This is an optimization exercise on Yosys and OpenROAD, whose aim is small area and a short achievable clock period, not a production implementation. The RTL of this run was laid out without a check of its function. Power figures rest on the tool's default switching activity, not on a simulated workload.

==> config.mk <==
export PLATFORM = sky130hd
export DESIGN_NAME = complex
export DESIGN_NICKNAME = complex
export VERILOG_FILES = /design/flow/design.v
export SDC_FILE = /design/flow/constraint.sdc
export NUM_CORES = 4
export LEC_CHECK = 0
export CAP_MARGIN = 20
export CORE_MARGIN = 2
export CORE_UTILIZATION = 40
export CTS_BUF_LIST = sky130_fd_sc_hd__clkbuf_8
export CTS_CLUSTER_DIAMETER = 200
export CTS_CLUSTER_SIZE = 32
export PLACE_DENSITY = 0.6
export SETUP_SLACK_MARGIN = 4.4
export SLEW_MARGIN = 20
export SYNTH_HIERARCHICAL = 1
==> constraint.sdc <==
create_clock -name core_clock -period 10.0 [get_ports {clk}]
set_input_delay 2.0000 -clock core_clock [delete_from_list [all_inputs] [get_ports {clk}]]
set_output_delay 2.0000 -clock core_clock [all_outputs]
set_load 0.01 [all_outputs]
==> design.v <==
module HA(input a, input b, output s, output co);
  assign s = a ^ b;
  assign co = a & b;
endmodule
module HAN(input a, input b, output s, output co);
  assign s = ~(a ^ b);
  OR2 o (a, b, co);
endmodule
module OR2(input a, input b, output y);
  assign y = a | b;
endmodule
module FA(input a, input b, input c, output s, output co);
  assign s = a ^ b ^ c;
  assign co = (a & b) | (a & c) | (b & c);
endmodule
module FA1(input a, input b, output s, output co);
  assign s = ~(a ^ b);
  OR2 o (a, b, co);
endmodule
module G_NAND2(input a, input b, output y);
  assign y = ~(a & b);
endmodule
module G_NOR2(input a, input b, output y);
  assign y = ~(a | b);
endmodule
module G_XOR2(input a, input b, output y);
  assign y = a ^ b;
endmodule
module G_XNOR2(input a, input b, output y);
  assign y = ~(a ^ b);
endmodule
module G_INV(input a, output y);
  assign y = ~a;
endmodule
module G_AOI21(input a1, input a2, input b1, output y);
  assign y = ~((a1 & a2) | b1);
endmodule
module G_OAI21(input a1, input a2, input b1, output y);
  assign y = ~((a1 | a2) & b1);
endmodule
module complex(clk, a0, a1, b0, b1, im, re);
  input clk;
  input [7:0] a0, a1, b0, b1;
  output reg [15:0] im, re;
  wire [15:0] re_d, im_d;
  wire rs1;
  wire rc2;
  wire rs3;
  wire rc4;
  wire rs5;
  wire rc6;
  wire rs7;
  wire rc8;
  wire rs9;
  wire rc10;
  wire rs11;
  wire rc12;
  wire rs13;
  wire rc14;
  wire rs15;
  wire rc16;
  wire rs17;
  wire rc18;
  wire rs19;
  wire rc20;
  wire rs21;
  wire rc22;
  wire rs23;
  wire rc24;
  wire rs25;
  wire rc26;
  wire rs27;
  wire rc28;
  wire rs29;
  wire rc30;
  wire rs31;
  wire rc32;
  wire rs33;
  wire rc34;
  wire rs35;
  wire rc36;
  wire rs37;
  wire rc38;
  wire rs39;
  wire rc40;
  wire rs41;
  wire rc42;
  wire rs43;
  wire rc44;
  wire rs45;
  wire rc46;
  wire rs47;
  wire rc48;
  wire rs49;
  wire rc50;
  wire rs51;
  wire rc52;
  wire rs53;
  wire rc54;
  wire rs55;
  wire rc56;
  wire rs57;
  wire rc58;
  wire rs59;
  wire rc60;
  wire rs61;
  wire rc62;
  wire rs63;
  wire rc64;
  wire rn65;
  wire rs66;
  wire rc67;
  wire rs68;
  wire rc69;
  wire rs70;
  wire rc71;
  wire rs72;
  wire rc73;
  wire rs74;
  wire rc75;
  wire rs76;
  wire rc77;
  wire rs78;
  wire rc79;
  wire rs80;
  wire rc81;
  wire rs82;
  wire rc83;
  wire rs84;
  wire rc85;
  wire rs86;
  wire rc87;
  wire rs88;
  wire rc89;
  wire rs90;
  wire rc91;
  wire rs92;
  wire rc93;
  wire rs94;
  wire rc95;
  wire rs96;
  wire rc97;
  wire rs98;
  wire rc99;
  wire rs100;
  wire rc101;
  wire rs102;
  wire rc103;
  wire rs104;
  wire rc105;
  wire rs106;
  wire rc107;
  wire rs108;
  wire rc109;
  wire rs110;
  wire rc111;
  wire rs112;
  wire rc113;
  wire rs114;
  wire rc115;
  wire rs116;
  wire rc117;
  wire rs118;
  wire rc119;
  wire rs120;
  wire rc121;
  wire rn122;
  wire rs123;
  wire rc124;
  wire rs125;
  wire rc126;
  wire rs127;
  wire rc128;
  wire rs129;
  wire rc130;
  wire rs131;
  wire rc132;
  wire rs133;
  wire rc134;
  wire rs135;
  wire rc136;
  wire rs137;
  wire rc138;
  wire rs139;
  wire rc140;
  wire rs141;
  wire rc142;
  wire rs143;
  wire rc144;
  wire rs145;
  wire rc146;
  wire rs147;
  wire rc148;
  wire rs149;
  wire rc150;
  wire rs151;
  wire rc152;
  wire rs153;
  wire rc154;
  wire rs155;
  wire rc156;
  wire rs157;
  wire rc158;
  wire rs159;
  wire rc160;
  wire rs161;
  wire rc162;
  wire rs163;
  wire rc164;
  wire rs165;
  wire rc166;
  wire rs167;
  wire rc168;
  wire rs169;
  wire rc170;
  wire rs171;
  wire rc172;
  wire rs173;
  wire rc174;
  wire rs175;
  wire rc176;
  wire rs177;
  wire rc178;
  wire rs179;
  wire rc180;
  wire rs181;
  wire rc182;
  wire rs183;
  wire rc184;
  wire rs185;
  wire rc186;
  wire rs187;
  wire rc188;
  wire rs189;
  wire rc190;
  wire rs191;
  wire rc192;
  wire rs193;
  wire rc194;
  wire rs195;
  wire rc196;
  wire rs197;
  wire rc198;
  wire rs199;
  wire rc200;
  wire rs201;
  wire rc202;
  wire rs203;
  wire rc204;
  wire rs205;
  wire rc206;
  wire rs207;
  wire rc208;
  wire rs209;
  wire rc210;
  wire rs211;
  wire rc212;
  wire rs213;
  wire rc214;
  wire rs215;
  wire rc216;
  wire rs217;
  wire rc218;
  wire rs219;
  wire rc220;
  wire rs221;
  wire rc222;
  wire rs223;
  wire rc224;
  wire rs225;
  wire rc226;
  wire rars227;
  wire rarc228;
  wire rars229;
  wire rarc230;
  wire rars231;
  wire rarc232;
  wire rars233;
  wire rarc234;
  wire rars235;
  wire rarc236;
  wire rars237;
  wire rarc238;
  wire rapw239;
  wire ragw240;
  wire ratw241;
  wire rapw242;
  wire ragw243;
  wire ratw244;
  wire rapw245;
  wire ragw246;
  wire ratw247;
  wire rapw248;
  wire ragw249;
  wire ratw250;
  wire rapw251;
  wire ragw252;
  wire ratw253;
  wire rapw254;
  wire ragw255;
  wire ratw256;
  wire rapw257;
  wire ragw258;
  wire ratw259;
  wire rapw260;
  wire ragw261;
  wire ratw262;
  wire rapw263;
  wire ragw264;
  wire ratw265;
  wire rapw266;
  wire raiw267;
  wire raxw268;
  wire raxw269;
  wire rayw270;
  wire raxw271;
  wire rayw272;
  wire raxw273;
  wire rayw274;
  wire raxw275;
  wire rayw276;
  wire raiw277;
  wire raxw278;
  wire raxw279;
  wire raiw280;
  wire raiw281;
  wire raxw282;
  wire rayw283;
  wire raxw284;
  wire rayw285;
  wire raxw286;
  wire raiw287;
  wire raxw288;
  wire raxw289;
  wire raxw290;
  wire raiw291;
  wire raxw292;
  wire raxw293;
  wire rasw294;
  wire rasw295;
  wire rasw296;
  wire rasw297;
  wire rasw298;
  wire rasw299;
  wire rasw300;
  wire rasw301;
  wire rasw302;
  wire rasw303;
  wire is304;
  wire ic305;
  wire is306;
  wire ic307;
  wire is308;
  wire ic309;
  wire is310;
  wire ic311;
  wire is312;
  wire ic313;
  wire is314;
  wire ic315;
  wire is316;
  wire ic317;
  wire is318;
  wire ic319;
  wire is320;
  wire ic321;
  wire is322;
  wire ic323;
  wire is324;
  wire ic325;
  wire is326;
  wire ic327;
  wire is328;
  wire ic329;
  wire is330;
  wire ic331;
  wire is332;
  wire ic333;
  wire is334;
  wire ic335;
  wire is336;
  wire ic337;
  wire is338;
  wire ic339;
  wire is340;
  wire ic341;
  wire is342;
  wire ic343;
  wire is344;
  wire ic345;
  wire is346;
  wire ic347;
  wire is348;
  wire ic349;
  wire is350;
  wire ic351;
  wire is352;
  wire ic353;
  wire is354;
  wire ic355;
  wire is356;
  wire ic357;
  wire is358;
  wire ic359;
  wire is360;
  wire ic361;
  wire is362;
  wire ic363;
  wire is364;
  wire ic365;
  wire is366;
  wire ic367;
  wire is368;
  wire ic369;
  wire is370;
  wire ic371;
  wire is372;
  wire ic373;
  wire is374;
  wire ic375;
  wire is376;
  wire ic377;
  wire is378;
  wire ic379;
  wire is380;
  wire ic381;
  wire is382;
  wire ic383;
  wire is384;
  wire ic385;
  wire is386;
  wire ic387;
  wire is388;
  wire ic389;
  wire is390;
  wire ic391;
  wire is392;
  wire ic393;
  wire is394;
  wire ic395;
  wire is396;
  wire ic397;
  wire is398;
  wire ic399;
  wire is400;
  wire ic401;
  wire is402;
  wire ic403;
  wire is404;
  wire ic405;
  wire is406;
  wire ic407;
  wire is408;
  wire ic409;
  wire is410;
  wire ic411;
  wire is412;
  wire ic413;
  wire is414;
  wire ic415;
  wire is416;
  wire ic417;
  wire is418;
  wire ic419;
  wire is420;
  wire ic421;
  wire is422;
  wire ic423;
  wire is424;
  wire ic425;
  wire is426;
  wire ic427;
  wire is428;
  wire ic429;
  wire is430;
  wire ic431;
  wire is432;
  wire ic433;
  wire is434;
  wire ic435;
  wire is436;
  wire ic437;
  wire is438;
  wire ic439;
  wire is440;
  wire ic441;
  wire is442;
  wire ic443;
  wire is444;
  wire ic445;
  wire is446;
  wire ic447;
  wire is448;
  wire ic449;
  wire is450;
  wire ic451;
  wire is452;
  wire ic453;
  wire is454;
  wire ic455;
  wire is456;
  wire ic457;
  wire is458;
  wire ic459;
  wire is460;
  wire ic461;
  wire is462;
  wire ic463;
  wire is464;
  wire ic465;
  wire is466;
  wire ic467;
  wire is468;
  wire ic469;
  wire is470;
  wire ic471;
  wire is472;
  wire ic473;
  wire is474;
  wire ic475;
  wire is476;
  wire ic477;
  wire is478;
  wire ic479;
  wire is480;
  wire ic481;
  wire is482;
  wire ic483;
  wire is484;
  wire ic485;
  wire is486;
  wire ic487;
  wire is488;
  wire ic489;
  wire is490;
  wire ic491;
  wire is492;
  wire ic493;
  wire is494;
  wire ic495;
  wire is496;
  wire ic497;
  wire is498;
  wire ic499;
  wire is500;
  wire ic501;
  wire is502;
  wire ic503;
  wire is504;
  wire ic505;
  wire is506;
  wire ic507;
  wire is508;
  wire ic509;
  wire is510;
  wire ic511;
  wire is512;
  wire ic513;
  wire iasw514;
  wire iarw515;
  wire iars516;
  wire iarc517;
  wire iaow518;
  wire iars519;
  wire iarc520;
  wire iaow521;
  wire iars522;
  wire iarc523;
  wire iaow524;
  wire iars525;
  wire iarc526;
  wire iaow527;
  wire iars528;
  wire iarc529;
  wire iaow530;
  wire iapw531;
  wire iagw532;
  wire iatw533;
  wire iapw534;
  wire iagw535;
  wire iatw536;
  wire iapw537;
  wire iagw538;
  wire iatw539;
  wire iapw540;
  wire iagw541;
  wire iatw542;
  wire iapw543;
  wire iagw544;
  wire iatw545;
  wire iapw546;
  wire iagw547;
  wire iatw548;
  wire iapw549;
  wire iagw550;
  wire iatw551;
  wire iapw552;
  wire iagw553;
  wire iatw554;
  wire iapw555;
  wire iagw556;
  wire iatw557;
  wire iapw558;
  wire iaiw559;
  wire iaxw560;
  wire iaxw561;
  wire iayw562;
  wire iaxw563;
  wire iayw564;
  wire iaxw565;
  wire iayw566;
  wire iaxw567;
  wire iayw568;
  wire iaiw569;
  wire iaxw570;
  wire iaxw571;
  wire iaiw572;
  wire iaiw573;
  wire iaxw574;
  wire iayw575;
  wire iaxw576;
  wire iayw577;
  wire iaxw578;
  wire iaiw579;
  wire iaxw580;
  wire iaxw581;
  wire iaxw582;
  wire iaiw583;
  wire iaxw584;
  wire iaxw585;
  wire iasw586;
  wire iasw587;
  wire iasw588;
  wire iasw589;
  wire iasw590;
  wire iasw591;
  wire iasw592;
  wire iasw593;
  wire iasw594;
  wire iasw595;
  FA1 ru2 ((a0[0] & b0[6]), (a0[1] & b0[5]), rs1, rc2);
  FA1 ru4 ((a0[0] & b0[7]), (a0[1] & b0[6]), rs3, rc4);
  FA ru6 ((a0[2] & b0[5]), (a0[3] & b0[4]), (a0[4] & b0[3]), rs5, rc6);
  HA ru8 ((a0[5] & b0[2]), (a0[6] & b0[1]), rs7, rc8);
  FA1 ru10 ((a0[1] & b0[7]), (a0[2] & b0[6]), rs9, rc10);
  FA ru12 ((a0[3] & b0[5]), (a0[4] & b0[4]), (a0[5] & b0[3]), rs11, rc12);
  HA ru14 ((a0[6] & b0[2]), (a0[7] & b0[1]), rs13, rc14);
  FA ru16 ((a0[2] & b0[7]), (a0[3] & b0[6]), (a0[4] & b0[5]), rs15, rc16);
  FA1 ru18 ((a0[0] & b0[4]), (a0[1] & b0[3]), rs17, rc18);
  FA1 ru20 ((a0[0] & b0[5]), (a0[1] & b0[4]), rs19, rc20);
  FA ru22 ((a0[2] & b0[3]), (a0[3] & b0[2]), (a0[4] & b0[1]), rs21, rc22);
  HA ru24 ((a0[5] & b0[0]), ~(a1[0] & b1[5]), rs23, rc24);
  FA ru26 ((a0[2] & b0[4]), (a0[3] & b0[3]), (a0[4] & b0[2]), rs25, rc26);
  FA ru28 ((a0[5] & b0[1]), (a0[6] & b0[0]), ~(a1[0] & b1[6]), rs27, rc28);
  FA ru30 (~(a1[1] & b1[5]), ~(a1[2] & b1[4]), ~(a1[3] & b1[3]), rs29, rc30);
  HA ru32 (~(a1[4] & b1[2]), ~(a1[5] & b1[1]), rs31, rc32);
  FA ru34 ((a0[7] & b0[0]), ~(a1[0] & b1[7]), ~(a1[1] & b1[6]), rs33, rc34);
  FA ru36 (~(a1[2] & b1[5]), ~(a1[3] & b1[4]), ~(a1[4] & b1[3]), rs35, rc36);
  FA ru38 (~(a1[5] & b1[2]), ~(a1[6] & b1[1]), ~(a1[7] & b1[0]), rs37, rc38);
  FA ru40 (rc2, rs3, rs7, rs39, rc40);
  FA ru42 (~(a1[1] & b1[7]), ~(a1[2] & b1[6]), ~(a1[3] & b1[5]), rs41, rc42);
  FA ru44 (~(a1[4] & b1[4]), ~(a1[5] & b1[3]), ~(a1[6] & b1[2]), rs43, rc44);
  FA ru46 (~(a1[7] & b1[1]), rc4, rc8, rs45, rc46);
  FA ru48 (rs9, rs13, rc6, rs47, rc48);
  FA ru50 ((a0[5] & b0[4]), (a0[6] & b0[3]), (a0[7] & b0[2]), rs49, rc50);
  FA ru52 (~(a1[2] & b1[7]), ~(a1[3] & b1[6]), ~(a1[4] & b1[5]), rs51, rc52);
  FA ru54 (~(a1[5] & b1[4]), ~(a1[6] & b1[3]), ~(a1[7] & b1[2]), rs53, rc54);
  FA ru56 (rc10, rc14, rc12, rs55, rc56);
  FA ru58 ((a0[3] & b0[7]), (a0[4] & b0[6]), (a0[5] & b0[5]), rs57, rc58);
  FA ru60 ((a0[6] & b0[4]), (a0[7] & b0[3]), ~(a1[3] & b1[7]), rs59, rc60);
  FA ru62 (~(a1[4] & b1[6]), ~(a1[5] & b1[5]), ~(a1[6] & b1[4]), rs61, rc62);
  FA ru64 ((a0[4] & b0[7]), (a0[5] & b0[6]), (a0[6] & b0[5]), rs63, rc64);
  assign rn65 = ~(a0[0] & b0[2]);
  FA1 ru67 ((a0[0] & b0[3]), (a0[1] & b0[2]), rs66, rc67);
  FA ru69 ((a0[2] & b0[1]), (a0[3] & b0[0]), ~(a1[0] & b1[3]), rs68, rc69);
  FA ru71 ((a0[2] & b0[2]), (a0[3] & b0[1]), (a0[4] & b0[0]), rs70, rc71);
  FA ru73 (~(a1[0] & b1[4]), ~(a1[1] & b1[3]), ~(a1[2] & b1[2]), rs72, rc73);
  HA ru75 (~(a1[3] & b1[1]), ~(a1[4] & b1[0]), rs74, rc75);
  FA ru77 (~(a1[1] & b1[4]), ~(a1[2] & b1[3]), ~(a1[3] & b1[2]), rs76, rc77);
  FA ru79 (~(a1[4] & b1[1]), ~(a1[5] & b1[0]), rc18, rs78, rc79);
  FA ru81 (rs19, rs23, rc75, rs80, rc81);
  FA ru83 (~(a1[6] & b1[0]), rc20, rs1, rs82, rc83);
  FA ru85 (rc24, rs31, rc22, rs84, rc85);
  FA ru87 (rc77, rs25, rs27, rs86, rc87);
  FA ru89 (rc32, rc26, rc28, rs88, rc89);
  FA ru91 (rc30, rs5, rs33, rs90, rc91);
  FA ru93 (rs35, rs37, rc83, rs92, rc93);
  FA ru95 (rc34, rc36, rc38, rs94, rc95);
  FA ru97 (rs11, rs41, rs43, rs96, rc97);
  FA ru99 (rc40, rs45, rc89, rs98, rc99);
  FA ru101 (rc42, rc44, rs15, rs100, rc101);
  FA ru103 (rs49, rs51, rs53, rs102, rc103);
  FA ru105 (rc46, rc48, rc95, rs104, rc105);
  FA ru107 (~(a1[7] & b1[3]), rc16, rc50, rs106, rc107);
  FA ru109 (rc52, rc54, rs57, rs108, rc109);
  FA ru111 (rs59, rs61, rc56, rs110, rc111);
  FA ru113 ((a0[7] & b0[4]), ~(a1[4] & b1[7]), ~(a1[5] & b1[6]), rs112, rc113);
  FA ru115 (~(a1[6] & b1[5]), ~(a1[7] & b1[4]), rc58, rs114, rc115);
  FA ru117 (rc60, rc62, rs63, rs116, rc117);
  FA ru119 ((a0[5] & b0[7]), (a0[6] & b0[6]), (a0[7] & b0[5]), rs118, rc119);
  FA ru121 (~(a1[5] & b1[7]), ~(a1[6] & b1[6]), ~(a1[7] & b1[5]), rs120, rc121);
  assign rn122 = ~(a0[0] & b0[1]);
  FA ru124 ((a0[1] & b0[1]), (a0[2] & b0[0]), ~(a1[0] & b1[2]), rs123, rc124);
  HA ru126 (~(a1[1] & b1[1]), ~(a1[2] & b1[0]), rs125, rc126);
  FA ru128 (~(a1[1] & b1[2]), ~(a1[2] & b1[1]), ~(a1[3] & b1[0]), rs127, rc128);
  FA ru130 ((a0[0] & b0[2]), rs66, rc126, rs129, rc130);
  FA ru132 (rc67, rs17, rs74, rs131, rc132);
  FA ru134 (rc69, rc128, rs70, rs133, rc134);
  FA ru136 (rc71, rc73, rs21, rs135, rc136);
  FA ru138 (rs76, rs78, rc132, rs137, rc138);
  FA ru140 (rs29, rc79, rc81, rs139, rc140);
  FA ru142 (rs82, rs84, rc136, rs141, rc142);
  FA ru144 (rs39, rc85, rc87, rs143, rc144);
  FA ru146 (rs88, rs90, rc140, rs145, rc146);
  FA ru148 (rs47, rc91, rs94, rs147, rc148);
  FA ru150 (rs96, rc93, rs98, rs149, rc150);
  FA ru152 (rs55, rc97, rs100, rs151, rc152);
  FA ru154 (rs102, rc99, rs104, rs153, rc154);
  FA ru156 (rc101, rc103, rs106, rs155, rc156);
  FA ru158 (rs108, rc105, rs110, rs157, rc158);
  FA ru160 (rs112, rc107, rc109, rs159, rc160);
  FA ru162 (rs114, rs116, rc111, rs161, rc162);
  FA ru164 (rc64, rc113, rs118, rs163, rc164);
  FA ru166 (rs120, rc115, rc117, rs165, rc166);
  FA ru168 ((a0[6] & b0[7]), (a0[7] & b0[6]), ~(a1[6] & b1[7]), rs167, rc168);
  FA ru170 (~(a1[7] & b1[6]), rc119, rc121, rs169, rc170);
  HA ru172 ((a0[1] & b0[0]), ~(a1[0] & b1[1]), rs171, rc172);
  FA ru174 ((a0[0] & b0[1]), rn65, rs125, rs173, rc174);
  FA ru176 (rc124, rs68, rs127, rs175, rc176);
  FA ru178 (rs72, rc130, rs131, rs177, rc178);
  FA ru180 (rs80, rc134, rs135, rs179, rc180);
  FA ru182 (rs86, rc138, rs139, rs181, rc182);
  FA ru184 (rs92, rc142, rs143, rs183, rc184);
  FA ru186 (rc144, rs147, rc146, rs185, rc186);
  FA ru188 (rc148, rs151, rc150, rs187, rc188);
  FA ru190 (rc152, rs155, rc154, rs189, rc190);
  FA ru192 (rc156, rs159, rc158, rs191, rc192);
  FA ru194 (rs163, rc160, rs165, rs193, rc194);
  FA ru196 (rs167, rc164, rs169, rs195, rc196);
  FA ru198 ((a0[7] & b0[7]), ~(a1[7] & b1[7]), rc168, rs197, rc198);
  HA ru200 (~(a1[1] & b1[0]), rn122, rs199, rc200);
  FA ru202 (rc172, rc200, rs123, rs201, rc202);
  FA ru204 (rc174, rs129, rc202, rs203, rc204);
  FA ru206 (rc176, rs133, rs177, rs205, rc206);
  FA ru208 (rs137, rc178, rs179, rs207, rc208);
  FA ru210 (rs141, rc180, rs181, rs209, rc210);
  FA ru212 (rc182, rs145, rs183, rs211, rc212);
  FA ru214 (rs149, rc184, rs185, rs213, rc214);
  FA ru216 (rs153, rc186, rs187, rs215, rc216);
  FA ru218 (rs157, rc188, rs189, rs217, rc218);
  FA ru220 (rs161, rc190, rs191, rs219, rc220);
  FA ru222 (rc162, rs193, rc192, rs221, rc222);
  FA ru224 (rc166, rs195, rc194, rs223, rc224);
  FA ru226 (rc170, rs197, rc196, rs225, rc226);
  FA1 raru228 ((a0[0] & b0[0]), ~(a1[0] & b1[0]), rars227, rarc228);
  FA raru230 (rs171, rs199, rarc228, rars229, rarc230);
  FA raru232 (rs173, rs201, rarc230, rars231, rarc232);
  FA raru234 (rs175, rs203, rarc232, rars233, rarc234);
  FA raru236 (rc204, rs205, rarc234, rars235, rarc236);
  FA raru238 (rc206, rs207, rarc236, rars237, rarc238);
  G_XOR2 rapu239 (rc208, rs209, rapw239);
  G_NAND2 ragu240 (rc208, rs209, ragw240);
  G_NOR2 ratu241 (rc208, rs209, ratw241);
  G_XOR2 rapu242 (rc210, rs211, rapw242);
  G_NAND2 ragu243 (rc210, rs211, ragw243);
  G_NOR2 ratu244 (rc210, rs211, ratw244);
  G_XOR2 rapu245 (rc212, rs213, rapw245);
  G_NAND2 ragu246 (rc212, rs213, ragw246);
  G_NOR2 ratu247 (rc212, rs213, ratw247);
  G_XOR2 rapu248 (rc214, rs215, rapw248);
  G_NAND2 ragu249 (rc214, rs215, ragw249);
  G_NOR2 ratu250 (rc214, rs215, ratw250);
  G_XOR2 rapu251 (rc216, rs217, rapw251);
  G_NAND2 ragu252 (rc216, rs217, ragw252);
  G_NOR2 ratu253 (rc216, rs217, ratw253);
  G_XOR2 rapu254 (rc218, rs219, rapw254);
  G_NAND2 ragu255 (rc218, rs219, ragw255);
  G_NOR2 ratu256 (rc218, rs219, ratw256);
  G_XOR2 rapu257 (rc220, rs221, rapw257);
  G_NAND2 ragu258 (rc220, rs221, ragw258);
  G_NOR2 ratu259 (rc220, rs221, ratw259);
  G_XOR2 rapu260 (rc222, rs223, rapw260);
  G_NAND2 ragu261 (rc222, rs223, ragw261);
  G_NOR2 ratu262 (rc222, rs223, ratw262);
  G_XOR2 rapu263 (rc224, rs225, rapw263);
  G_NAND2 ragu264 (rc224, rs225, ragw264);
  G_NOR2 ratu265 (rc224, rs225, ratw265);
  G_XOR2 rapu266 (rc198, rc226, rapw266);
  G_INV raiu267 (rarc238, raiw267);
  G_OAI21 raxu268 (ratw241, raiw267, ragw240, raxw268);
  G_OAI21 raxu269 (ratw247, ragw243, ragw246, raxw269);
  G_NOR2 rayu270 (ratw247, ratw244, rayw270);
  G_OAI21 raxu271 (ratw253, ragw249, ragw252, raxw271);
  G_NOR2 rayu272 (ratw253, ratw250, rayw272);
  G_OAI21 raxu273 (ratw259, ragw255, ragw258, raxw273);
  G_NOR2 rayu274 (ratw259, ratw256, rayw274);
  G_OAI21 raxu275 (ratw265, ragw261, ragw264, raxw275);
  G_NOR2 rayu276 (ratw265, ratw262, rayw276);
  G_INV raiu277 (raxw268, raiw277);
  G_OAI21 raxu278 (ratw244, raiw277, ragw243, raxw278);
  G_AOI21 raxu279 (rayw270, raxw268, raxw269, raxw279);
  G_INV raiu280 (raxw271, raiw280);
  G_INV raiu281 (rayw272, raiw281);
  G_OAI21 raxu282 (ratw256, raiw280, ragw255, raxw282);
  G_NOR2 rayu283 (ratw256, raiw281, rayw283);
  G_AOI21 raxu284 (rayw274, raxw271, raxw273, raxw284);
  G_NAND2 rayu285 (rayw274, rayw272, rayw285);
  G_OAI21 raxu286 (ratw250, raxw279, ragw249, raxw286);
  G_INV raiu287 (raxw279, raiw287);
  G_AOI21 raxu288 (rayw272, raiw287, raxw271, raxw288);
  G_AOI21 raxu289 (rayw283, raiw287, raxw282, raxw289);
  G_OAI21 raxu290 (rayw285, raxw279, raxw284, raxw290);
  G_INV raiu291 (raxw290, raiw291);
  G_OAI21 raxu292 (ratw262, raiw291, ragw261, raxw292);
  G_AOI21 raxu293 (rayw276, raxw290, raxw275, raxw293);
  G_XOR2 rasu294 (rapw239, rarc238, rasw294);
  G_XOR2 rasu295 (rapw242, raxw268, rasw295);
  G_XOR2 rasu296 (rapw245, raxw278, rasw296);
  G_XNOR2 rasu297 (rapw248, raxw279, rasw297);
  G_XOR2 rasu298 (rapw251, raxw286, rasw298);
  G_XNOR2 rasu299 (rapw254, raxw288, rasw299);
  G_XNOR2 rasu300 (rapw257, raxw289, rasw300);
  G_XOR2 rasu301 (rapw260, raxw290, rasw301);
  G_XOR2 rasu302 (rapw263, raxw292, rasw302);
  G_XNOR2 rasu303 (rapw266, raxw293, rasw303);
  HAN iu305 (~(a0[0] & b1[6]), ~(a0[1] & b1[5]), is304, ic305);
  FA iu307 (~(a0[0] & b1[7]), ~(a0[1] & b1[6]), ~(a0[2] & b1[5]), is306, ic307);
  FA iu309 (~(a0[3] & b1[4]), ~(a0[4] & b1[3]), ~(a0[5] & b1[2]), is308, ic309);
  FA iu311 (~(a0[1] & b1[7]), ~(a0[2] & b1[6]), ~(a0[3] & b1[5]), is310, ic311);
  HAN iu313 (~(a0[4] & b1[4]), ~(a0[5] & b1[3]), is312, ic313);
  HAN iu315 (~(a0[2] & b1[7]), ~(a0[3] & b1[6]), is314, ic315);
  HAN iu317 (~(a0[0] & b1[4]), ~(a0[1] & b1[3]), is316, ic317);
  FA iu319 (~(a0[0] & b1[5]), ~(a0[1] & b1[4]), ~(a0[2] & b1[3]), is318, ic319);
  FA iu321 (~(a0[3] & b1[2]), ~(a0[4] & b1[1]), ~(a0[5] & b1[0]), is320, ic321);
  FA iu323 (~(a0[2] & b1[4]), ~(a0[3] & b1[3]), ~(a0[4] & b1[2]), is322, ic323);
  FA iu325 (~(a0[5] & b1[1]), ~(a0[6] & b1[0]), ~(a1[0] & b0[6]), is324, ic325);
  FA iu327 (~(a1[1] & b0[5]), ~(a1[2] & b0[4]), ~(a1[3] & b0[3]), is326, ic327);
  FA iu329 (~(a0[6] & b1[1]), ~(a0[7] & b1[0]), ~(a1[0] & b0[7]), is328, ic329);
  FA iu331 (~(a1[1] & b0[6]), ~(a1[2] & b0[5]), ~(a1[3] & b0[4]), is330, ic331);
  FA iu333 (~(a1[4] & b0[3]), ~(a1[5] & b0[2]), ~(a1[6] & b0[1]), is332, ic333);
  HAN iu335 (~(a1[7] & b0[0]), ic305, is334, ic335);
  FA iu337 (~(a0[6] & b1[2]), ~(a0[7] & b1[1]), ~(a1[1] & b0[7]), is336, ic337);
  FA iu339 (~(a1[2] & b0[6]), ~(a1[3] & b0[5]), ~(a1[4] & b0[4]), is338, ic339);
  FA iu341 (~(a1[5] & b0[3]), ~(a1[6] & b0[2]), ~(a1[7] & b0[1]), is340, ic341);
  FA iu343 (is312, ic307, ic309, is342, ic343);
  FA iu345 (~(a0[4] & b1[5]), ~(a0[5] & b1[4]), ~(a0[6] & b1[3]), is344, ic345);
  FA iu347 (~(a0[7] & b1[2]), ~(a1[2] & b0[7]), ~(a1[3] & b0[6]), is346, ic347);
  FA iu349 (~(a1[4] & b0[5]), ~(a1[5] & b0[4]), ~(a1[6] & b0[3]), is348, ic349);
  FA iu351 (~(a1[7] & b0[2]), ic313, is314, is350, ic351);
  FA iu353 (~(a0[3] & b1[7]), ~(a0[4] & b1[6]), ~(a0[5] & b1[5]), is352, ic353);
  FA iu355 (~(a0[6] & b1[4]), ~(a0[7] & b1[3]), ~(a1[3] & b0[7]), is354, ic355);
  FA iu357 (~(a1[4] & b0[6]), ~(a1[5] & b0[5]), ~(a1[6] & b0[4]), is356, ic357);
  FA iu359 (~(a0[4] & b1[7]), ~(a0[5] & b1[6]), ~(a0[6] & b1[5]), is358, ic359);
  FA iu361 (~(a0[0] & b1[3]), ~(a0[1] & b1[2]), ~(a0[2] & b1[1]), is360, ic361);
  FA iu363 (~(a0[2] & b1[2]), ~(a0[3] & b1[1]), ~(a0[4] & b1[0]), is362, ic363);
  FA iu365 (~(a1[0] & b0[4]), ~(a1[1] & b0[3]), ~(a1[2] & b0[2]), is364, ic365);
  FA iu367 (~(a1[0] & b0[5]), ~(a1[1] & b0[4]), ~(a1[2] & b0[3]), is366, ic367);
  FA iu369 (~(a1[3] & b0[2]), ~(a1[4] & b0[1]), ~(a1[5] & b0[0]), is368, ic369);
  HAN iu371 (ic317, ic363, is370, ic371);
  FA iu373 (~(a1[4] & b0[2]), ~(a1[5] & b0[1]), ~(a1[6] & b0[0]), is372, ic373);
  FA iu375 (is304, ic319, ic321, is374, ic375);
  FA iu377 (ic367, ic369, is322, is376, ic377);
  FA iu379 (ic323, ic325, ic327, is378, ic379);
  FA iu381 (ic373, is306, is308, is380, ic381);
  FA iu383 (is328, is330, is332, is382, ic383);
  FA iu385 (ic329, ic331, ic333, is384, ic385);
  FA iu387 (is310, is336, is338, is386, ic387);
  FA iu389 (is340, ic335, ic379, is388, ic389);
  FA iu391 (ic311, ic337, ic339, is390, ic391);
  FA iu393 (ic341, is344, is346, is392, ic393);
  FA iu395 (is348, is350, ic343, is394, ic395);
  FA iu397 (~(a1[7] & b0[3]), ic315, ic345, is396, ic397);
  FA iu399 (ic347, ic349, is352, is398, ic399);
  FA iu401 (is354, is356, ic351, is400, ic401);
  FA iu403 (~(a0[7] & b1[4]), ~(a1[4] & b0[7]), ~(a1[5] & b0[6]), is402, ic403);
  FA iu405 (~(a1[6] & b0[5]), ~(a1[7] & b0[4]), ic353, is404, ic405);
  FA iu407 (ic355, ic357, is358, is406, ic407);
  FA iu409 (~(a0[5] & b1[7]), ~(a0[6] & b1[6]), ~(a0[7] & b1[5]), is408, ic409);
  FA iu411 (~(a1[5] & b0[7]), ~(a1[6] & b0[6]), ~(a1[7] & b0[5]), is410, ic411);
  FA iu413 (~(a0[0] & b1[2]), ~(a0[1] & b1[1]), ~(a0[2] & b1[0]), is412, ic413);
  FA iu415 (~(a0[3] & b1[0]), ~(a1[0] & b0[3]), ~(a1[1] & b0[2]), is414, ic415);
  HAN iu417 (~(a1[2] & b0[1]), ~(a1[3] & b0[0]), is416, ic417);
  FA iu419 (~(a1[3] & b0[1]), ~(a1[4] & b0[0]), is316, is418, ic419);
  FA iu421 (ic417, ic361, ic415, is420, ic421);
  FA iu423 (ic365, is318, is320, is422, ic423);
  FA iu425 (is366, is368, is370, is424, ic425);
  FA iu427 (is324, is326, is372, is426, ic427);
  FA iu429 (ic371, is374, ic423, is428, ic429);
  FA iu431 (is334, ic375, ic377, is430, ic431);
  FA iu433 (is378, ic427, is380, is432, ic433);
  FA iu435 (is342, ic381, ic383, is434, ic435);
  FA iu437 (is384, is386, is388, is436, ic437);
  FA iu439 (ic385, ic387, is390, is438, ic439);
  FA iu441 (is392, ic389, is394, is440, ic441);
  FA iu443 (ic391, ic393, is396, is442, ic443);
  FA iu445 (is398, is400, ic395, is444, ic445);
  FA iu447 (is402, ic397, ic399, is446, ic447);
  FA iu449 (is404, is406, ic401, is448, ic449);
  FA iu451 (ic359, ic403, is408, is450, ic451);
  FA iu453 (is410, ic405, ic407, is452, ic453);
  FA iu455 (~(a0[6] & b1[7]), ~(a0[7] & b1[6]), ~(a1[6] & b0[7]), is454, ic455);
  FA iu457 (~(a1[7] & b0[6]), ic409, ic411, is456, ic457);
  HAN iu459 (~(a0[0] & b1[1]), ~(a0[1] & b1[0]), is458, ic459);
  FA iu461 (~(a1[0] & b0[2]), ~(a1[1] & b0[1]), ~(a1[2] & b0[0]), is460, ic461);
  FA iu463 (is416, ic413, ic461, is462, ic463);
  FA iu465 (is362, is364, is418, is464, ic465);
  FA iu467 (ic419, ic421, is422, is466, ic467);
  FA iu469 (is376, is426, ic425, is468, ic469);
  FA iu471 (is382, ic429, is430, is470, ic471);
  FA iu473 (ic431, ic433, is434, is472, ic473);
  FA iu475 (ic435, is438, ic437, is474, ic475);
  FA iu477 (ic439, is442, ic441, is476, ic477);
  FA iu479 (ic443, is446, is448, is478, ic479);
  FA iu481 (is450, ic447, is452, is480, ic481);
  FA iu483 (is454, ic451, is456, is482, ic483);
  FA iu485 (~(a0[7] & b1[7]), ~(a1[7] & b0[7]), ic455, is484, ic485);
  HAN iu487 (~(a1[0] & b0[1]), ~(a1[1] & b0[0]), is486, ic487);
  FA iu489 (ic459, ic487, is412, is488, ic489);
  FA iu491 (is360, is414, is462, is490, ic491);
  FA iu493 (ic463, is420, is464, is492, ic493);
  FA iu495 (is424, ic465, is466, is494, ic495);
  FA iu497 (is428, ic467, is468, is496, ic497);
  FA iu499 (is432, ic469, is470, is498, ic499);
  FA iu501 (is436, ic471, is472, is500, ic501);
  FA iu503 (is440, ic473, is474, is502, ic503);
  FA iu505 (is444, ic475, is476, is504, ic505);
  FA iu507 (ic445, is478, ic477, is506, ic507);
  FA iu509 (ic449, is480, ic479, is508, ic509);
  FA iu511 (ic453, is482, ic481, is510, ic511);
  FA iu513 (ic457, is484, ic483, is512, ic513);
  G_XOR2 iasu514 (~(a0[0] & b1[0]), ~(a1[0] & b0[0]), iasw514);
  OR2 iaru515 (~(a0[0] & b1[0]), ~(a1[0] & b0[0]), iarw515);
  FA iaru517 (is458, is486, iarw515, iars516, iarc517);
  G_INV iaou518 (iars516, iaow518);
  FA iaru520 (is460, is488, iarc517, iars519, iarc520);
  G_INV iaou521 (iars519, iaow521);
  FA iaru523 (ic489, is490, iarc520, iars522, iarc523);
  G_INV iaou524 (iars522, iaow524);
  FA iaru526 (ic491, is492, iarc523, iars525, iarc526);
  G_INV iaou527 (iars525, iaow527);
  FA iaru529 (ic493, is494, iarc526, iars528, iarc529);
  G_INV iaou530 (iars528, iaow530);
  G_XOR2 iapu531 (ic495, is496, iapw531);
  G_NAND2 iagu532 (ic495, is496, iagw532);
  G_NOR2 iatu533 (ic495, is496, iatw533);
  G_XOR2 iapu534 (ic497, is498, iapw534);
  G_NAND2 iagu535 (ic497, is498, iagw535);
  G_NOR2 iatu536 (ic497, is498, iatw536);
  G_XOR2 iapu537 (ic499, is500, iapw537);
  G_NAND2 iagu538 (ic499, is500, iagw538);
  G_NOR2 iatu539 (ic499, is500, iatw539);
  G_XOR2 iapu540 (ic501, is502, iapw540);
  G_NAND2 iagu541 (ic501, is502, iagw541);
  G_NOR2 iatu542 (ic501, is502, iatw542);
  G_XOR2 iapu543 (ic503, is504, iapw543);
  G_NAND2 iagu544 (ic503, is504, iagw544);
  G_NOR2 iatu545 (ic503, is504, iatw545);
  G_XOR2 iapu546 (ic505, is506, iapw546);
  G_NAND2 iagu547 (ic505, is506, iagw547);
  G_NOR2 iatu548 (ic505, is506, iatw548);
  G_XOR2 iapu549 (ic507, is508, iapw549);
  G_NAND2 iagu550 (ic507, is508, iagw550);
  G_NOR2 iatu551 (ic507, is508, iatw551);
  G_XOR2 iapu552 (ic509, is510, iapw552);
  G_NAND2 iagu553 (ic509, is510, iagw553);
  G_NOR2 iatu554 (ic509, is510, iatw554);
  G_XOR2 iapu555 (ic511, is512, iapw555);
  G_NAND2 iagu556 (ic511, is512, iagw556);
  G_NOR2 iatu557 (ic511, is512, iatw557);
  G_XOR2 iapu558 (ic485, ic513, iapw558);
  G_INV iaiu559 (iarc529, iaiw559);
  G_AOI21 iaxu560 (iagw532, iaiw559, iatw533, iaxw560);
  G_AOI21 iaxu561 (iagw538, iatw536, iatw539, iaxw561);
  G_NAND2 iayu562 (iagw538, iagw535, iayw562);
  G_AOI21 iaxu563 (iagw544, iatw542, iatw545, iaxw563);
  G_NAND2 iayu564 (iagw544, iagw541, iayw564);
  G_AOI21 iaxu565 (iagw550, iatw548, iatw551, iaxw565);
  G_NAND2 iayu566 (iagw550, iagw547, iayw566);
  G_AOI21 iaxu567 (iagw556, iatw554, iatw557, iaxw567);
  G_NAND2 iayu568 (iagw556, iagw553, iayw568);
  G_INV iaiu569 (iaxw560, iaiw569);
  G_AOI21 iaxu570 (iagw535, iaiw569, iatw536, iaxw570);
  G_OAI21 iaxu571 (iayw562, iaxw560, iaxw561, iaxw571);
  G_INV iaiu572 (iaxw563, iaiw572);
  G_INV iaiu573 (iayw564, iaiw573);
  G_AOI21 iaxu574 (iagw547, iaiw572, iatw548, iaxw574);
  G_NAND2 iayu575 (iagw547, iaiw573, iayw575);
  G_OAI21 iaxu576 (iayw566, iaxw563, iaxw565, iaxw576);
  G_NOR2 iayu577 (iayw566, iayw564, iayw577);
  G_AOI21 iaxu578 (iagw541, iaxw571, iatw542, iaxw578);
  G_INV iaiu579 (iaxw571, iaiw579);
  G_OAI21 iaxu580 (iayw564, iaiw579, iaxw563, iaxw580);
  G_OAI21 iaxu581 (iayw575, iaiw579, iaxw574, iaxw581);
  G_AOI21 iaxu582 (iayw577, iaxw571, iaxw576, iaxw582);
  G_INV iaiu583 (iaxw582, iaiw583);
  G_AOI21 iaxu584 (iagw553, iaiw583, iatw554, iaxw584);
  G_OAI21 iaxu585 (iayw568, iaxw582, iaxw567, iaxw585);
  G_XNOR2 iasu586 (iapw531, iarc529, iasw586);
  G_XNOR2 iasu587 (iapw534, iaxw560, iasw587);
  G_XNOR2 iasu588 (iapw537, iaxw570, iasw588);
  G_XOR2 iasu589 (iapw540, iaxw571, iasw589);
  G_XNOR2 iasu590 (iapw543, iaxw578, iasw590);
  G_XOR2 iasu591 (iapw546, iaxw580, iasw591);
  G_XOR2 iasu592 (iapw549, iaxw581, iasw592);
  G_XNOR2 iasu593 (iapw552, iaxw582, iasw593);
  G_XNOR2 iasu594 (iapw555, iaxw584, iasw594);
  G_XOR2 iasu595 (iapw558, iaxw585, iasw595);
  assign re_d[0] = rars227;
  assign re_d[1] = rars229;
  assign re_d[2] = rars231;
  assign re_d[3] = rars233;
  assign re_d[4] = rars235;
  assign re_d[5] = rars237;
  assign re_d[6] = rasw294;
  assign re_d[7] = rasw295;
  assign re_d[8] = rasw296;
  assign re_d[9] = rasw297;
  assign re_d[10] = rasw298;
  assign re_d[11] = rasw299;
  assign re_d[12] = rasw300;
  assign re_d[13] = rasw301;
  assign re_d[14] = rasw302;
  assign re_d[15] = rasw303;
  assign im_d[0] = iasw514;
  assign im_d[1] = iaow518;
  assign im_d[2] = iaow521;
  assign im_d[3] = iaow524;
  assign im_d[4] = iaow527;
  assign im_d[5] = iaow530;
  assign im_d[6] = iasw586;
  assign im_d[7] = iasw587;
  assign im_d[8] = iasw588;
  assign im_d[9] = iasw589;
  assign im_d[10] = iasw590;
  assign im_d[11] = iasw591;
  assign im_d[12] = iasw592;
  assign im_d[13] = iasw593;
  assign im_d[14] = iasw594;
  assign im_d[15] = iasw595;
  always @(posedge clk) begin
    re <= re_d;
    im <= im_d;
  end
endmodule
==> flow/run.sh <==
#!/bin/bash
set -o pipefail
export BUFFER_PORTS_ARGS="-buffer_cell sky130_fd_sc_hd__buf_1"
cp standard.sh standard_sh.txt 2>/dev/null
bash standard.sh > standard.log 2>&1
==> standard.sh <==
#!/bin/bash
# synth_recipe.tcl (not shown) runs the flow's synth.tcl, then flattens the netlist and writes it again
# the make line also repeats each setting of config.mk as NAME=value (left out here)
make -C /OpenROAD-flow-scripts/flow DESIGN_CONFIG=/design/flow/config.mk WORK_HOME=/design/flow/orfs CLKGATE_MAP_FILE= SYNTH_SCRIPT=/design/flow/synth_recipe.tcl "${@:-finish}"
==> run summary <==
==> where the power goes <==
group | total (uW) | internal, uW | leakage [uW] | switching [uW]
clock network | 111 | 54.9 | 0.0000510 | 55.9
logic | 2570 | 1230 | 0.00279 | 1340
registers | 255 | 241 | 0.000270 | 14.3
total | 2930 | 1530 | 0.00311 | 1410
==> critical path: cells and delay by family <==
kind / cells / cell delay [ns]
AOI/OAI and AO/OA: 2 / 0.24
adders and majority gates: 6 / 2.58
and+or+nand+nor: 4 / 0.39
xor gates and xnor gates: 1 / 0.12
buffers and inverters: 3 / 0.41
==> kinds of logic (layout without fill, tap and decap cells) <==
kind of cell               count (synthesis)  count (layout)  share of synthesized area
xor gates and xnor gates                  57              57                    0.06770
and+or+nand+nor                          323             323                     0.1919
buffers and inverters                     65             112                    0.05819
DFF                                       32              32                    0.08687
AOI/OAI and AO/OA                         30              30                    0.02799
adders and majority gates                212             212                     0.5674
==> cell type report <==
type / instances / area (um2)
fillers: 1748 / 9658
multi-input cells: 622 / 6516
repair buffers: 87 / 767.0
flip-flops and latches: 32 / 640.6
well taps: 229 / 286.5
clock buffers: 6 / 82.58
inverters: 17 / 63.81
clock inverters: 2 / 10.01
==> registers in the layout, indices dropped and copies added, names as in the netlist <==
name,flops
re,16
im,16
==> per-module statistics from Yosys, one instance, submodules excluded, a selection <==
module / copies in the design / area, um2 / flip-flops and latches
G_AOI21: 15 / 8.758 / 0
G_INV: 17 / 3.754 / 0
G_NAND2: 24 / 3.754 / 0
G_NOR2: 24 / 3.754 / 0
G_OAI21: 15 / 5.005 / 0
G_XOR2: 31 / 8.758 / 0
HAN: 9 / 8.758 / 0
OR2: 17 / 6.256 / 0
==> cell usage in the layout (no fill, tap or decap), types with 8 or more instances in the layout <==
cell	instances
a21oi_2	14
and2_1	56
and2_4	8
buf_1	33
buf_12	10
buf_4	21
buf_6	14
buf_8	8
dfxtp_1	32
fa_1	166
fa_2	38
ha_1	8
inv_1	16
nand2_1	208
nand2_2	10
nor2_1	17
o21ai_1	8
or2_1	17
xnor2_1	26
xor2_1	31
==> worst max path at each step <==
stage / from / to / slack (ns) / depth (start not counted)
CTS: b1[4] / im[14] / 4.40 / 15
floorplan: a1[0] / re[14] / 4.25 / 16
finish: a0[4] / re[15] / 4.47 / 16
global placement: b1[4] / im[14] / 3.55 / 15
detailed placement: a1[3] / re[14] / 3.49 / 15
global route: b1[4] / im[14] / 4.33 / 15
==> what timing repair did <==
action / in CTS / in global routing
gates cloned: 0 / 0
buffers inserted: 6 / 16
gates resized for setup: 132 / 71
pin swaps: 18 / 32
endpoints found under the setup margin: 17 / 11
==> routing by layer <==
metal,share of wire,up-vias,track usage
met4,0.0090,0,0.03526
li1,-,2233,-
met2,0.51,165,0.3027
met5,0,-,0
met3,0.067,9,0.02787
met1,0.41,2598,0.2461
==> per-stage QoR <==
stage	setup slack (ns)	std cells
5_1_grt	4.332	995
4_1_cts	4.403	979
6_report	4.471	995
3_5_place_dp	3.491	965
2_1_floorplan	4.254	719
3_3_place_gp	3.551	965
==> results by group <==
Setup path
  • CP Capture Type: register
  • WP data required: 10.20 ns
  • Critical path type: input pin to register
  • Setup crit start kind: input pin
  • Crit-path max FO: 13
  • Cell Chain, Critical Path: buf_12 > buf_4 > and2_1 > fa_2 > fa_2 > fa_2 > fa_2 > fa_1 > fa_2 > nor2_2 > nor2_2 > nand2_1 > o21ai_2 > buf_4 > a21oi_2 > xnor2_1
  • CP max stage delay: 0.59 ns
  • Worst path slowest cell: fa_2
  • Worst path most repeated cell: fa_2
  • Worst EP arrival: 5.73 ns

Synthesis
  • Most common cell in the netlist: nand2_1
  • FFs w/ async S/R, synth: 0
  • Number of flops mapped to enable cells by yosys: 0
  • Synth area leader: fa_1
  • Top area cells in the synthesized netlist: fa_1, nand2_1, dfxtp_1
  • Yosys cell types: 15
  • FF+latch count, synth: 32
  • Seq/Total Area, Yosys: 0.08687
  • Synth Area per Inst: 10.26 um2
  • Cell Area, Synth: 7375 um2
  • Top_reg_cell synth: dfxtp_1
  • Cell count after synthesis: 719
  • Commonest cells post-synth: nand2_1, fa_1, and2_1
  • Synth warnings: 7
  • Share of the synthesized area in the top cell type: 0.5538
  • Net count after synthesis: 964

Clocking
  • Total CTS buffers: 5
  • Clock slew at reported path FFs: 0.07 ns
  • Root buf cell: clkbuf_8
  • H-tree Lvls: 2
  • Clock sinks: 32
  • Post-CTS Hold Buffers: 0
  • CTS max path bufs: 2
  • Clock tree from TritonCTS: yes

Place
  • Area post-placement: 7612 um2
  • GP Congestion: 0.8081
  • Half-perimeter wire length after detailed placement: 12.00 mm
  • I/O Buffers: 64

Min path
  • Hold endpoint: im[0]
  • Worst hold path depth: 3
  • HP Start: a0[0]
  • Hold Crit Class: input pin to register

STA
  • Slew @ Worst Pin: 0.2589 ns
  • Peak Freq: 180.9 MHz
  • Hold Fails Final Rpt: 0
  • Max_slew headroom: 0.8262
  • Period utilization: 0.5529
  • Slew Limit Fails: 0
  • Fin Hold WS: 2.009 ns
  • Final setup fails: 0
  • Fin crit period: 5.529 ns
  • Setup TNS: 0 ns
  • RSZ-0062 raised after global routing: yes

GRT
  • Initial antenna violation count: 0
  • Grt ovf: 0
  • Tot GR Track Use: 0.1787
  • First-pass GRT wire length: 27.70 mm
  • Largest net degree at the start of global routing: 19
  • Number of global-route vias before repair: 5525

Power and ir drop
  • Worst vdd ir: 0.2935 mV
  • Total power divided by cell area: 350.6 nW/um2
  • Post-layout total power: 2934 uW
  • Lkg Pwr: 0.003115 uW

Job
  • Max-cap violation count: 0

Floorplan
  • Row count: 49
  • Core ar.: 18020 um2
  • Chip width: 139.8 um
  • Die ar.: 19540 um2
  • DIE HEIGHT: 139.8 um
  • Starting density of the core: 0.4091
  • Num ports: 65

Cells and area
  • Layout cells sized above 1: 0.1932
  • Total Nets Final: 1010
  • ANT cells: 0
  • Final Cell Area: 8367 um2
  • Finished Core Util: 0.4642
  • Area Overhead vs Synth: 13.45%

Routing
  • Wirelength per Cell: 16.48 um
  • Post-route DRC: 0
  • Initial DRC Count: 227
  • Final WL: 16.40 mm
  • Routed Antenna Nets: 0
  • Via count: 5005
  • DR pass1 iterations: 5
  • Drt via density: 5.030

Run status
  • Outcome: timing/DRC/antenna clean

==> static timing again, ports no longer ideal <==
The results above use ideal ports. As a check the final layout listed here was re-extracted and re-timed, cells and wires unchanged.
Step 1: set_driving_cell puts a clkbuf_16 on clk and a buf_2 on each other input, an assumption about the parent block.
Step 2 adds t to the input delays and takes it off the output delays; t is the mean of the earliest and latest rising clock arrival at the registers after step 1. Input paths then give back, and output paths get back, about the clock's delay inside the block.
Three values: ideal ports, drivers, drivers and shift; two values: the first two.
t (ns): 0.344
setup WS [ns]: 4.471 / 4.457 / 4.114
worst hold slack (ns): 2.009 / 2.021 / 2.365
worst setup path at the end: input to register
clock arrival spread, ns: 0.007 / 0.007
After both steps setup and hold are still met in this run. For this run, drivers alone change the setup slack by -0.014 ns; drivers and shift together by -0.357 ns.
